Background: an optimization exercise with open tools, aiming at small area and a short achievable clock period. Do not read the settings as production practice.
Function was checked by simulation only, so behaviour that the tests miss may differ from the original.
Power figures rest on the tool's default switching activity, not on a simulated workload.

Setup of birch:
Design execute, start of the top module:
module execute (
    input logic clk,
    input logic rst_n,
    input logic [31:0] instr_addr,  
    input logic [4:0] op_type,  
    input logic [6:0] op_spec,  
    input logic [4:0] rd_ind,  
    input logic [31:0] rs1_dat,  
    input logic [31:0] rs2_dat,  
    input logic [31:0] imm_val,  
    output logic [4:0] e_op_type,
    output logic [6:0] e_op_spec,
    output logic [4:0] e_rd_ind,
    output logic [31:0] e_reg_dat,
    output logic [31:0] e_jmp_addr,
    output logic e_jmp_tk,
    input logic flush,
    output logic [31:0] mem_addr_out,  
    output logic [31:0] mem_dat_out,  
    output logic mem_read_en,  
    output logic mem_write_en,  
    input logic stall_in_bk,  
    input logic stall_in_ft,  
    output logic stall_out_ft  
);
    localparam int K = 13;
    logic t_ar, t_mem, t_br, t_jmp;
    assign t_ar  = (op_type == 5'd0);
    assign t_mem = (op_type == 5'd1);
    assign t_br  = (op_type == 5'd2);
    assign t_jmp = (op_type == 5'd3);
    logic [5:0] sp;
    assign sp = op_spec[5:0];
    logic [31:0] a, b;
    assign a = rs1_dat;
    assign b = op_spec[6] ? imm_val : rs2_dat;
    logic do_sub;
    assign do_sub = t_br | (t_ar & (sp != 6'd0));
    logic [31:0] cb;
    assign cb = t_ar ? b : (t_br ? rs2_dat : imm_val);
    logic [31:0] as;
    logic as_co;
    fadd #(.N(32)) u_as (.x(a), .y(cb ^ {32{do_sub}}), .ci(do_sub), .s(as), .co(as_co));
    logic ltu, lt, eq;
    assign ltu = ~as_co;
  ...
Size: roughly 300 I/O pins.
clock: 110.0 ns
lec_check: 0
abc_area: 1
cap_margin: 20
core_margin: 2
core_utilization: 40
slew_margin: 20
run.sh (not shown) runs the stock make flow with config.mk's settings and CLKGATE_MAP_FILE= SYNTH_SCRIPT=/design/flow/synth_recipe.tcl, a recipe that flattens the netlist after the stock synthesis.
birch: no failed stages, no open violations at the end
> inputs changed (birch -> pine)
-- flow/design.v --
<<< birch, line 278
    output logic stall_out_ft  
);
    localparam int K = 13;
    logic t_ar, t_mem, t_br, t_jmp;
    assign t_ar  = (op_type == 5'd0);
>>> pine, line 278
    output logic stall_out_ft  
);
    localparam int K = 14;
    logic t_ar, t_mem, t_br, t_jmp;
    assign t_ar  = (op_type == 5'd0);
<<< birch, line 322
        assign sdec[i] = (b[4:0] == i);
    end
    logic [31:0] yd, ryd;
    assign yd = b ^ {32{~b[31]}};
    for (genvar i = 0; i < 32; ++i) begin : g_ryd
        assign ryd[i] = yd[31 - i];
    end
    logic [31:0] PA [6];
    logic [31:0] PO [6];
    assign PA[0] = ryd;
    assign PO[0] = b;
    for (genvar l = 0; l < 5; ++l) begin : g_pl
        for (genvar i = 0; i < 32; ++i) begin : g_pb
            if (((i >> l) & 1) == 1) begin : g_m
                assign PA[l + 1][i] = PA[l][i] & PA[l][((i >> l) << l) - 1];
                assign PO[l + 1][i] = PO[l][i] | PO[l][((i >> l) << l) - 1];
            end else begin : g_p
                assign PA[l + 1][i] = PA[l][i];
                assign PO[l + 1][i] = PO[l][i];
            end
        end
    end
    logic [31:0] hz;
    assign hz[0] = 1'b1;
    for (genvar j = 1; j < 32; ++j) begin : g_hz
        assign hz[j] = PA[5][j - 1] & (~b[31] | PO[5][31 - j]);
    end
    logic [31:0] md_y, md_ssel;
    logic md_ci;
    assign md_y    = md_div ? yd : (md_sh ? shx : b);
    assign md_ci   = md_div & ~b[31];
    assign md_ssel = md_div ? hz : (md_sh ? sdec : a);
>>> pine, line 322
        assign sdec[i] = (b[4:0] == i);
    end
    logic [31:0] hz;
    assign hz[0] = 1'b1;
    for (genvar j = 1; j < 32; ++j) begin : g_hz
        assign hz[j] = b[31] ? ((&b[31:32 - j]) & (|b[31 - j:0])) : ~|b[31:32 - j];
    end
    logic [31:0] md_y, md_ssel;
    logic md_ci;
    assign md_y    = md_div ? (b ^ {32{~b[31]}}) : (md_sh ? shx : b);
    assign md_ci   = md_div & ~b[31];
    assign md_ssel = md_div ? hz : (md_sh ? sdec : a);
<<< birch, line 364
    );
    logic nq;
    assign nq = (a[31] ^ b[31]) & PO[5][31];
    logic [31:0] reg_dat, jmp_addr;
    logic jmp_tk;
>>> pine, line 344
    );
    logic nq;
    assign nq = (a[31] ^ b[31]) & (b != 32'b0);
    logic [31:0] reg_dat, jmp_addr;
    logic jmp_tk;
<<< birch, line 422
    localparam int W = 17 + 32 + 32 + 1 + 1 + (32 - K) + K + 7;
    logic [W-1:0] e_d, e_q;
    assign e_d = {
        op_type, op_spec, rd_ind,
        md_op ? acc_mid : reg_dat,
>>> pine, line 402
    localparam int W = 17 + 32 + 32 + 1 + 1 + (32 - K) + K + 7;
    logic [W-1:0] e_d, e_q;
    assign e_d = flush ? '0 : {
        op_type, op_spec, rd_ind,
        md_op ? acc_mid : reg_dat,
<<< birch, line 433
    };
    always_ff @(posedge clk) begin
        if (~rst_n | (flush & ~stall_in_ft)) e_q <= '0;
        else if (~stall_in_ft) e_q <= e_d;
    end
>>> pine, line 413
    };
    always_ff @(posedge clk) begin
        if (~rst_n) e_q <= '0;
        else if (~stall_in_ft) e_q <= e_d;
    end
<<< birch, line 471
    assign qx = md_q ^ {32{r_nq}};
    assign qci = r_nq ^ e;
    logic [31:0] qx1;
    pfx #(.N(32), .STYLE(0)) u_qc (.g({31'b0, qx[0]}), .p(qx), .c(qc));
    assign qx1 = qx ^ {qc[30:0], 1'b1};
    assign div_res = qci ? qx1 : qx;
    assign rem_res = r_a31 ? (e ? 32'b0 : ~md_r) : md_r;
    for (genvar i = 0; i < 32; ++i) begin : g_rrev
>>> pine, line 451
    assign qx = md_q ^ {32{r_nq}};
    assign qci = r_nq ^ e;
    pfx #(.N(32), .STYLE(0)) u_qc (.g({31'b0, qx[0] & qci}), .p(qx), .c(qc));
    assign div_res = qx ^ {qc[30:0], qci};
    assign rem_res = r_a31 ? (e ? 32'b0 : ~md_r) : md_r;
    for (genvar i = 0; i < 32; ++i) begin : g_rrev
[summary]
Changes observed in pine relative to birch: utilization after layout +0.60 points, share of synthesized area occupied by flip-flops and latches barely changed, non-clock buffer count went up, global-route usage moved up.
Diff birch -> pine | switching power as a share of total power | decrease of 3.8 points
Against birch, pine comes in 1 lower on clock-buffer cell count.
A critical-path cell with the highest stage delay of sky130_fd_sc_hd__a21boi_4 is what pine shows, while sky130_fd_sc_hd__dfxtp_1 belongs to birch.
pine against birch: starting utilization of the core area essentially unchanged; sequential power now smaller.
Going from birch to pine, via-per-instance ratio grew by a few percent.
Compared with birch, in pine largest net degree at the start of global routing went up 5.5%; reg-to-reg setup timing slack went up 770 ps; area share of fa/ha/maj cells after synthesis held.

separate check: timing with driven ports:
Ports are ideal in the flow. The routed layouts listed here were re-timed in OpenROAD. Step 1 assumes that a clkbuf_16 drives the clock port and a buf_2 every other input. Step 2, shift: input delay + t, output delay - t, t = (earliest + latest rising clock arrival at the registers) / 2. This alone moves slack from input paths to output paths. a / b / c = no drivers / after step 1 / after step 2; a / b = the first two.
run	shift t [ns]	slack for setup (ns)	worst hold slack (ns)	worst setup path at the end
birch	0.556	55.332 / 55.265 / 55.822	0.467 / 0.467 / 0.467	register to output
pine	0.530	52.729 / 52.673 / 53.203	0.462 / 0.462 / 0.462	register to output
After both steps every run listed still meets setup and hold.
